Context: an optimization exercise on an open-source flow, tuned for small area and a short achievable clock period. The choices shown serve that exercise and are no tape-out recipe. In this exercise RTL edits were held to simulation tests only and were not proved equivalent to the original. Power figures rest on the tool's default switching activity, not on a simulated workload.

==> job 2236 <==
Design div_pipeline, start of the top module:
module div_pipeline (
    input clk,
    input reset,
    input start,
    input [7:0] dividend,
    input [7:0] divisor,
    output reg valid,
    output reg [7:0] quotient,
    output reg [7:0] remainder
);
    wire [0:0] s0_t = dividend[7:7];
    wire s0_hz = ~|divisor[7:1];
    wire [0:0] s0_g = ~s0_t & divisor[0:0];
    wire [0:0] s0_p = ~s0_t | divisor[0:0];
    wire s0_qb = s0_hz & ~s0_g[0];
    wire s0_nr0 = s0_t[0] ^ (s0_qb & (divisor[0] ^ 1'b0));
    wire [0:0] s0_nr = {s0_nr0};
    wire [7:0] s0_rd = {s0_nr, dividend[6:0]};
    wire [0:0] s0_q = s0_qb;
    wire [1:0] s1_t = s0_rd[7:6];
    wire s1_hz = ~|divisor[7:2];
    wire [1:0] s1_g = ~s1_t & divisor[1:0];
    wire [1:0] s1_p = ~s1_t | divisor[1:0];
    wire s1_G0_1 = s1_g[1] | (s1_p[1] & s1_g[0]);
    wire s1_P0_1 = s1_p[1] & s1_p[0];
    wire s1_qb = s1_hz & ~s1_G0_1;
    wire s1_nr0 = s1_t[0] ^ (s1_qb & (divisor[0] ^ 1'b0));
    wire s1_nr1 = s1_t[1] ^ (s1_qb & (divisor[1] ^ s1_g[0]));
    wire [1:0] s1_nr = {s1_nr1, s1_nr0};
    wire [7:0] s1_rd = {s1_nr, s0_rd[5:0]};
    wire [1:0] s1_q = {s0_q, s1_qb};
    wire [2:0] s2_t = s1_rd[7:5];
    wire s2_hz = ~|divisor[7:3];
    wire [2:0] s2_g = ~s2_t & divisor[2:0];
    wire [2:0] s2_p = ~s2_t | divisor[2:0];
    wire s2_G0_1 = s2_g[1] | (s2_p[1] & s2_g[0]);
    wire s2_P0_1 = s2_p[1] & s2_p[0];
    wire s2_G1_2 = s2_g[2] | (s2_p[2] & s2_G0_1);
    wire s2_P1_2 = s2_p[2] & s2_P0_1;
    wire s2_qb = s2_hz & ~s2_G1_2;
    wire s2_nr0 = s2_t[0] ^ (s2_qb & (divisor[0] ^ 1'b0));
    wire s2_nr1 = s2_t[1] ^ (s2_qb & (divisor[1] ^ s2_g[0]));
    wire s2_nr2 = s2_t[2] ^ (s2_qb & (divisor[2] ^ s2_G0_1));
    wire [2:0] s2_nr = {s2_nr2, s2_nr1, s2_nr0};
    wire [7:0] s2_rd = {s2_nr, s1_rd[4:0]};
    wire [2:0] s2_q = {s1_q, s2_qb};
    wire [3:0] s3_t = s2_rd[7:4];
    wire s3_hz = ~|divisor[7:4];
    wire [3:0] s3_g = ~s3_t & divisor[3:0];
    wire [3:0] s3_p = ~s3_t | divisor[3:0];
    wire s3_G0_1 = s3_g[1] | (s3_p[1] & s3_g[0]);
    wire s3_P0_1 = s3_p[1] & s3_p[0];
    wire s3_G0_3 = s3_g[3] | (s3_p[3] & s3_g[2]);
    wire s3_P0_3 = s3_p[3] & s3_p[2];
  ...
==> flow/config.mk <==
export PLATFORM = sky130hd
export DESIGN_NAME = div_pipeline
export DESIGN_NICKNAME = div_pipeline
export VERILOG_FILES = /design/flow/design.v
export SDC_FILE = /design/flow/constraint.sdc
export NUM_CORES = 4
export LEC_CHECK = 0
export ABC_AREA = 1
export CAP_MARGIN = 20
export CORE_MARGIN = 2
export CORE_UTILIZATION = 40
export SLEW_MARGIN = 20
==> flow/constraint.sdc <==
create_clock -name core_clock -period 2.5 [get_ports {clk}]
set_input_delay 0.5000 -clock core_clock [delete_from_list [all_inputs] [get_ports {clk}]]
set_output_delay 0.5000 -clock core_clock [all_outputs]
set_load 0.01 [all_outputs]
standard.sh (not shown) runs the stock make flow with config.mk's settings and CLKGATE_MAP_FILE= SYNTH_SCRIPT=/design/flow/synth_recipe.tcl, a recipe that flattens the netlist after the stock synthesis.
==> flow/flow/run.sh <==
#!/bin/bash
# Standard ORFS layout (the standard.sh, unchanged synthesis) with two
# changes: ports are buffered with buf_1 instead of the tool's default pick,
# and CTS does not add dummy loads. Output of the run goes to flow_make.log.
set -euo pipefail
bash standard.sh \
  "BUFFER_PORTS_ARGS=-buffer_cell sky130_fd_sc_hd__buf_1" \
  "CTS_ARGS=-sink_clustering_enable -repair_clock_nets -dont_use_dummy_load" \
  finish > flow_make.log 2>&1
==> job 5960: changes against job 2236 <==
--- a/flow/design.v
+++ b/flow/design.v
@@ -42,41 +42,55 @@
     wire s2_nr1 = s2_t[1] ^ (s2_qb & (divisor[1] ^ s2_g[0]));
     wire s2_nr2 = s2_t[2] ^ (s2_qb & (divisor[2] ^ s2_G0_1));
     wire [2:0] s2_nr = {s2_nr2, s2_nr1, s2_nr0};
     wire [7:0] s2_rd = {s2_nr, s1_rd[4:0]};
     wire [2:0] s2_q = {s1_q, s2_qb};
-    wire [3:0] s3_t = s2_rd[7:4];
-    wire s3_hz = ~|divisor[7:4];
-    wire [3:0] s3_g = ~s3_t & divisor[3:0];
-    wire [3:0] s3_p = ~s3_t | divisor[3:0];
+    reg [7:0] r3_rd, r3_dn;
+    wire [7:0] r3_d = ~r3_dn;
+    reg [2:0] r3_q;
+    reg r3_v;
+    always @(posedge clk) begin
+        r3_rd <= s2_rd;
+        r3_dn <= ~divisor;
+        r3_q <= s2_q;
+    end
+    always @(posedge clk or posedge reset) begin
+        if (reset) r3_v <= 1'b0;
+        else r3_v <= start;
+    end
+    wire [3:0] s3_t = r3_rd[7:4];
+    wire s3_hz = ~|r3_d[7:4];
+    wire [3:0] s3_g = ~s3_t & r3_d[3:0];
+    wire [3:0] s3_p = ~s3_t | r3_d[3:0];
     wire s3_G0_1 = s3_g[1] | (s3_p[1] & s3_g[0]);
     wire s3_P0_1 = s3_p[1] & s3_p[0];
     wire s3_G0_3 = s3_g[3] | (s3_p[3] & s3_g[2]);
     wire s3_P0_3 = s3_p[3] & s3_p[2];
     wire s3_G1_2 = s3_g[2] | (s3_p[2] & s3_G0_1);
     wire s3_P1_2 = s3_p[2] & s3_P0_1;
     wire s3_G1_3 = s3_G0_3 | (s3_P0_3 & s3_G0_1);
     wire s3_P1_3 = s3_P0_3 & s3_P0_1;
     wire s3_qb = s3_hz & ~s3_G1_3;
-    wire s3_nr0 = s3_t[0] ^ (s3_qb & (divisor[0] ^ 1'b0));
-    wire s3_nr1 = s3_t[1] ^ (s3_qb & (divisor[1] ^ s3_g[0]));
-    wire s3_nr2 = s3_t[2] ^ (s3_qb & (divisor[2] ^ s3_G0_1));
-    wire s3_nr3 = s3_t[3] ^ (s3_qb & (divisor[3] ^ s3_G1_2));
+    wire s3_nr0 = s3_t[0] ^ (s3_qb & (r3_d[0] ^ 1'b0));
+    wire s3_nr1 = s3_t[1] ^ (s3_qb & (r3_d[1] ^ s3_g[0]));
+    wire s3_nr2 = s3_t[2] ^ (s3_qb & (r3_d[2] ^ s3_G0_1));
+    wire s3_nr3 = s3_t[3] ^ (s3_qb & (r3_d[3] ^ s3_G1_2));
     wire [3:0] s3_nr = {s3_nr3, s3_nr2, s3_nr1, s3_nr0};
-    wire [7:0] s3_rd = {s3_nr, s2_rd[3:0]};
-    wire [3:0] s3_q = {s2_q, s3_qb};
-    reg [7:0] r4_rd, r4_d;
+    wire [7:0] s3_rd = {s3_nr, r3_rd[3:0]};
+    wire [3:0] s3_q = {r3_q, s3_qb};
+    reg [7:0] r4_rd, r4_dn;
+    wire [7:0] r4_d = ~r4_dn;
     reg [3:0] r4_q;
     reg r4_v;
     always @(posedge clk) begin
         r4_rd <= s3_rd;
-        r4_d <= divisor;
+        r4_dn <= ~r3_d;
         r4_q <= s3_q;
     end
     always @(posedge clk or posedge reset) begin
         if (reset) r4_v <= 1'b0;
-        else r4_v <= start;
+        else r4_v <= r3_v;
     end
     wire [4:0] s4_t = r4_rd[7:3];
     wire s4_hz = ~|r4_d[7:5];
     wire [4:0] s4_g = ~s4_t & r4_d[4:0];
     wire [4:0] s4_p = ~s4_t | r4_d[4:0];
@@ -97,14 +111,27 @@
     wire s4_nr3 = s4_t[3] ^ (s4_qb & (r4_d[3] ^ s4_G1_2));
     wire s4_nr4 = s4_t[4] ^ (s4_qb & (r4_d[4] ^ s4_G1_3));
     wire [4:0] s4_nr = {s4_nr4, s4_nr3, s4_nr2, s4_nr1, s4_nr0};
     wire [7:0] s4_rd = {s4_nr, r4_rd[2:0]};
     wire [4:0] s4_q = {r4_q, s4_qb};
-    wire [5:0] s5_t = s4_rd[7:2];
-    wire s5_hz = ~|r4_d[7:6];
-    wire [5:0] s5_g = ~s5_t & r4_d[5:0];
-    wire [5:0] s5_p = ~s5_t | r4_d[5:0];
+    reg [7:0] r5_rd, r5_dn;
+    wire [7:0] r5_d = ~r5_dn;
+    reg [4:0] r5_q;
+    reg r5_v;
+    always @(posedge clk) begin
+        r5_rd <= s4_rd;
+        r5_dn <= ~r4_d;
+        r5_q <= s4_q;
+    end
+    always @(posedge clk or posedge reset) begin
+        if (reset) r5_v <= 1'b0;
+        else r5_v <= r4_v;
+    end
+    wire [5:0] s5_t = r5_rd[7:2];
+    wire s5_hz = ~|r5_d[7:6];
+    wire [5:0] s5_g = ~s5_t & r5_d[5:0];
+    wire [5:0] s5_p = ~s5_t | r5_d[5:0];
     wire s5_G0_1 = s5_g[1] | (s5_p[1] & s5_g[0]);
     wire s5_P0_1 = s5_p[1] & s5_p[0];
     wire s5_G0_3 = s5_g[3] | (s5_p[3] & s5_g[2]);
     wire s5_P0_3 = s5_p[3] & s5_p[2];
     wire s5_G0_5 = s5_g[5] | (s5_p[5] & s5_g[4]);
@@ -116,30 +143,31 @@
     wire s5_G2_4 = s5_g[4] | (s5_p[4] & s5_G1_3);
     wire s5_P2_4 = s5_p[4] & s5_P1_3;
     wire s5_G2_5 = s5_G0_5 | (s5_P0_5 & s5_G1_3);
     wire s5_P2_5 = s5_P0_5 & s5_P1_3;
     wire s5_qb = s5_hz & ~s5_G2_5;
-    wire s5_nr0 = s5_t[0] ^ (s5_qb & (r4_d[0] ^ 1'b0));
-    wire s5_nr1 = s5_t[1] ^ (s5_qb & (r4_d[1] ^ s5_g[0]));
-    wire s5_nr2 = s5_t[2] ^ (s5_qb & (r4_d[2] ^ s5_G0_1));
-    wire s5_nr3 = s5_t[3] ^ (s5_qb & (r4_d[3] ^ s5_G1_2));
-    wire s5_nr4 = s5_t[4] ^ (s5_qb & (r4_d[4] ^ s5_G1_3));
-    wire s5_nr5 = s5_t[5] ^ (s5_qb & (r4_d[5] ^ s5_G2_4));
+    wire s5_nr0 = s5_t[0] ^ (s5_qb & (r5_d[0] ^ 1'b0));
+    wire s5_nr1 = s5_t[1] ^ (s5_qb & (r5_d[1] ^ s5_g[0]));
+    wire s5_nr2 = s5_t[2] ^ (s5_qb & (r5_d[2] ^ s5_G0_1));
+    wire s5_nr3 = s5_t[3] ^ (s5_qb & (r5_d[3] ^ s5_G1_2));
+    wire s5_nr4 = s5_t[4] ^ (s5_qb & (r5_d[4] ^ s5_G1_3));
+    wire s5_nr5 = s5_t[5] ^ (s5_qb & (r5_d[5] ^ s5_G2_4));
     wire [5:0] s5_nr = {s5_nr5, s5_nr4, s5_nr3, s5_nr2, s5_nr1, s5_nr0};
-    wire [7:0] s5_rd = {s5_nr, s4_rd[1:0]};
-    wire [5:0] s5_q = {s4_q, s5_qb};
-    reg [7:0] r6_rd, r6_d;
+    wire [7:0] s5_rd = {s5_nr, r5_rd[1:0]};
+    wire [5:0] s5_q = {r5_q, s5_qb};
+    reg [7:0] r6_rd, r6_dn;
+    wire [7:0] r6_d = ~r6_dn;
     reg [5:0] r6_q;
     reg r6_v;
     always @(posedge clk) begin
         r6_rd <= s5_rd;
-        r6_d <= r4_d;
+        r6_dn <= ~r5_d;
         r6_q <= s5_q;
     end
     always @(posedge clk or posedge reset) begin
         if (reset) r6_v <= 1'b0;
-        else r6_v <= r4_v;
+        else r6_v <= r5_v;
     end
     wire [6:0] s6_t = r6_rd[7:1];
     wire s6_hz = ~|r6_d[7:7];
     wire [6:0] s6_g = ~s6_t & r6_d[6:0];
     wire [6:0] s6_p = ~s6_t | r6_d[6:0];
@@ -170,14 +198,27 @@
     wire s6_nr5 = s6_t[5] ^ (s6_qb & (r6_d[5] ^ s6_G2_4));
     wire s6_nr6 = s6_t[6] ^ (s6_qb & (r6_d[6] ^ s6_G2_5));
     wire [6:0] s6_nr = {s6_nr6, s6_nr5, s6_nr4, s6_nr3, s6_nr2, s6_nr1, s6_nr0};
     wire [7:0] s6_rd = {s6_nr, r6_rd[0:0]};
     wire [6:0] s6_q = {r6_q, s6_qb};
-    wire [7:0] s7_t = s6_rd[7:0];
+    reg [7:0] r7_rd, r7_dn;
+    wire [7:0] r7_d = ~r7_dn;
+    reg [6:0] r7_q;
+    reg r7_v;
+    always @(posedge clk) begin
+        r7_rd <= s6_rd;
+        r7_dn <= ~r6_d;
+        r7_q <= s6_q;
+    end
+    always @(posedge clk or posedge reset) begin
+        if (reset) r7_v <= 1'b0;
+        else r7_v <= r6_v;
+    end
+    wire [7:0] s7_t = r7_rd[7:0];
     wire s7_hz = 1'b1;
-    wire [7:0] s7_g = ~s7_t & r6_d[7:0];
-    wire [7:0] s7_p = ~s7_t | r6_d[7:0];
+    wire [7:0] s7_g = ~s7_t & r7_d[7:0];
+    wire [7:0] s7_p = ~s7_t | r7_d[7:0];
     wire s7_G0_1 = s7_g[1] | (s7_p[1] & s7_g[0]);
     wire s7_P0_1 = s7_p[1] & s7_p[0];
     wire s7_G0_3 = s7_g[3] | (s7_p[3] & s7_g[2]);
     wire s7_P0_3 = s7_p[3] & s7_p[2];
     wire s7_G0_5 = s7_g[5] | (s7_p[5] & s7_g[4]);
@@ -199,25 +240,25 @@
     wire s7_G2_6 = s7_G1_6 | (s7_P1_6 & s7_G1_3);
     wire s7_P2_6 = s7_P1_6 & s7_P1_3;
     wire s7_G2_7 = s7_G1_7 | (s7_P1_7 & s7_G1_3);
     wire s7_P2_7 = s7_P1_7 & s7_P1_3;
     wire s7_qb = s7_hz & ~s7_G2_7;
-    wire s7_nr0 = s7_t[0] ^ (s7_qb & (r6_d[0] ^ 1'b0));
-    wire s7_nr1 = s7_t[1] ^ (s7_qb & (r6_d[1] ^ s7_g[0]));
-    wire s7_nr2 = s7_t[2] ^ (s7_qb & (r6_d[2] ^ s7_G0_1));
-    wire s7_nr3 = s7_t[3] ^ (s7_qb & (r6_d[3] ^ s7_G1_2));
-    wire s7_nr4 = s7_t[4] ^ (s7_qb & (r6_d[4] ^ s7_G1_3));
-    wire s7_nr5 = s7_t[5] ^ (s7_qb & (r6_d[5] ^ s7_G2_4));
-    wire s7_nr6 = s7_t[6] ^ (s7_qb & (r6_d[6] ^ s7_G2_5));
-    wire s7_nr7 = s7_t[7] ^ (s7_qb & (r6_d[7] ^ s7_G2_6));
+    wire s7_nr0 = s7_t[0] ^ (s7_qb & (r7_d[0] ^ 1'b0));
+    wire s7_nr1 = s7_t[1] ^ (s7_qb & (r7_d[1] ^ s7_g[0]));
+    wire s7_nr2 = s7_t[2] ^ (s7_qb & (r7_d[2] ^ s7_G0_1));
+    wire s7_nr3 = s7_t[3] ^ (s7_qb & (r7_d[3] ^ s7_G1_2));
+    wire s7_nr4 = s7_t[4] ^ (s7_qb & (r7_d[4] ^ s7_G1_3));
+    wire s7_nr5 = s7_t[5] ^ (s7_qb & (r7_d[5] ^ s7_G2_4));
+    wire s7_nr6 = s7_t[6] ^ (s7_qb & (r7_d[6] ^ s7_G2_5));
+    wire s7_nr7 = s7_t[7] ^ (s7_qb & (r7_d[7] ^ s7_G2_6));
     wire [7:0] s7_nr = {s7_nr7, s7_nr6, s7_nr5, s7_nr4, s7_nr3, s7_nr2, s7_nr1, s7_nr0};
     wire [7:0] s7_rd = s7_nr;
-    wire [7:0] s7_q = {s6_q, s7_qb};
+    wire [7:0] s7_q = {r7_q, s7_qb};
     always @(posedge clk) begin
         quotient <= s7_q;
         remainder <= s7_rd;
     end
     always @(posedge clk or posedge reset) begin
         if (reset) valid <= 1'b0;
-        else valid <= r6_v;
+        else valid <= r7_v;
     end
 endmodule
==> flow/flow/run.sh (replaced) <==
#!/bin/bash
# Standard ORFS layout (the standard.sh, unchanged synthesis) with these
# changes: ports are buffered with buf_1 instead of the tool's default pick,
# and CTS builds the tree from clkbuf_4 without dummy loads.
# The make output goes to flow_make.log; ORFS keeps per-step logs in orfs/logs.
set -euo pipefail
bash standard.sh \
  "BUFFER_PORTS_ARGS=-buffer_cell sky130_fd_sc_hd__buf_1" \
  "CTS_ARGS=-sink_clustering_enable -repair_clock_nets -dont_use_dummy_load -buf_list sky130_fd_sc_hd__clkbuf_4 -root_buf sky130_fd_sc_hd__clkbuf_4" \
  finish > flow_make.log 2>&1
- SETUP_SLACK_MARGIN: unset -> 0.9
==> job 9543: changes against job 2236 <==
==> flow/run.sh (new file) <==
#!/bin/bash
# synth_recipe.tcl (not shown) runs the flow's synth.tcl, then flattens the netlist and writes it again
# the make line also repeats each setting of config.mk as NAME=value (left out here)
make -C /OpenROAD-flow-scripts/flow DESIGN_CONFIG=/design/flow/config.mk WORK_HOME=/design/flow/orfs CLKGATE_MAP_FILE= SYNTH_SCRIPT=/design/flow/synth_recipe.tcl finish
removed: flow/flow/run.sh
removed: flow/standard.sh
==> summary of the runs <==
Total power: job 5960 > job 9543 > job 2236.
Maximum frequency, highest first: job 5960, job 2236, job 9543.
In job 9543 the clock-buffer cell count is lower than in job 5960, by 7.
Critical path depth is the same in job 2236 and job 9543.
Of job 5960 and job 2236, job 5960 has the higher area after synthesis (gap about 30%, measured against job 2236).
The highest combinational power belongs to job 9543, the lowest to job 5960.
==> figures <==
First-pass GRT wire length: job 5960 9420 um; job 2236 10400 um; job 9543 10300 um
PnR worst setup slack: job 5960 999 ps; job 2236 271 ps; job 9543 168 ps
Cell Int Power: job 5960 2.70 mW; job 2236 1.57 mW; job 9543 1.92 mW
Final Instance Count excl. Fillers: job 5960 598; job 2236 601; job 9543 615
Power drawn by the combinational cells: job 5960 497 uW; job 2236 538 uW; job 9543 619 uW
Ratio of routed vias to standard cells: job 5960 4.37; job 2236 4.62; job 9543 4.66
Count of sequential standard cells: job 5960 127; job 2236 61; job 9543 61
Complex-gate fraction of the synthesized area: job 5960 0.0591; job 2236 0.0710; job 9543 0.0710
Cell Rows: job 5960 36; job 2236 31; job 9543 31
Inserted Clock Buffers: job 5960 17; job 2236 9; job 9543 9
Power in the clock group: job 5960 866 uW; job 2236 636 uW; job 9543 999 uW
Post-layout instance area: job 5960 4640 um^2; job 2236 3550 um^2; job 9543 3960 um^2
Outcome: job 5960 complete, no violations; job 2236 complete, no violations; job 9543 complete, no violations

port drivers added, routing unchanged:
No port has a modelled driver above. Below, the same layouts with a new extraction and two added sets of constraints.
Step 1: set_driving_cell puts a clkbuf_16 on clk and a buf_2 on each other input, an assumption about the parent block.
Step 2, shift: input delay + t, output delay - t, t = (earliest + latest rising clock arrival at the registers) / 2. This alone moves slack from input paths to output paths.
Three values: ideal ports, drivers, drivers and shift; two values: the first two.
run | t (ns) | slack for setup (ns) | hold slack, ns | worst setup path after step 2 | clock arrival spread, ns
job 2236 | 0.354 | 0.271 / 0.271 / 0.018 | 0.252 / 0.245 / 0.321 | input to register | 0.023 / 0.023
job 5960 | 0.498 | 0.999 / 0.999 / 0.589 | 0.111 / 0.106 / 0.309 | input to register | 0.047 / 0.048
job 9543 | 0.361 | 0.168 / 0.173 / -0.189 | 0.321 / 0.317 / 0.321 | input to register | 0.008 / 0.009
With both steps, setup timing fails in job 9543, where it was met with ideal ports. The setup slack of job 5960, which loses most, moves by 0.000 ns with the drivers and by -0.410 ns with both steps.
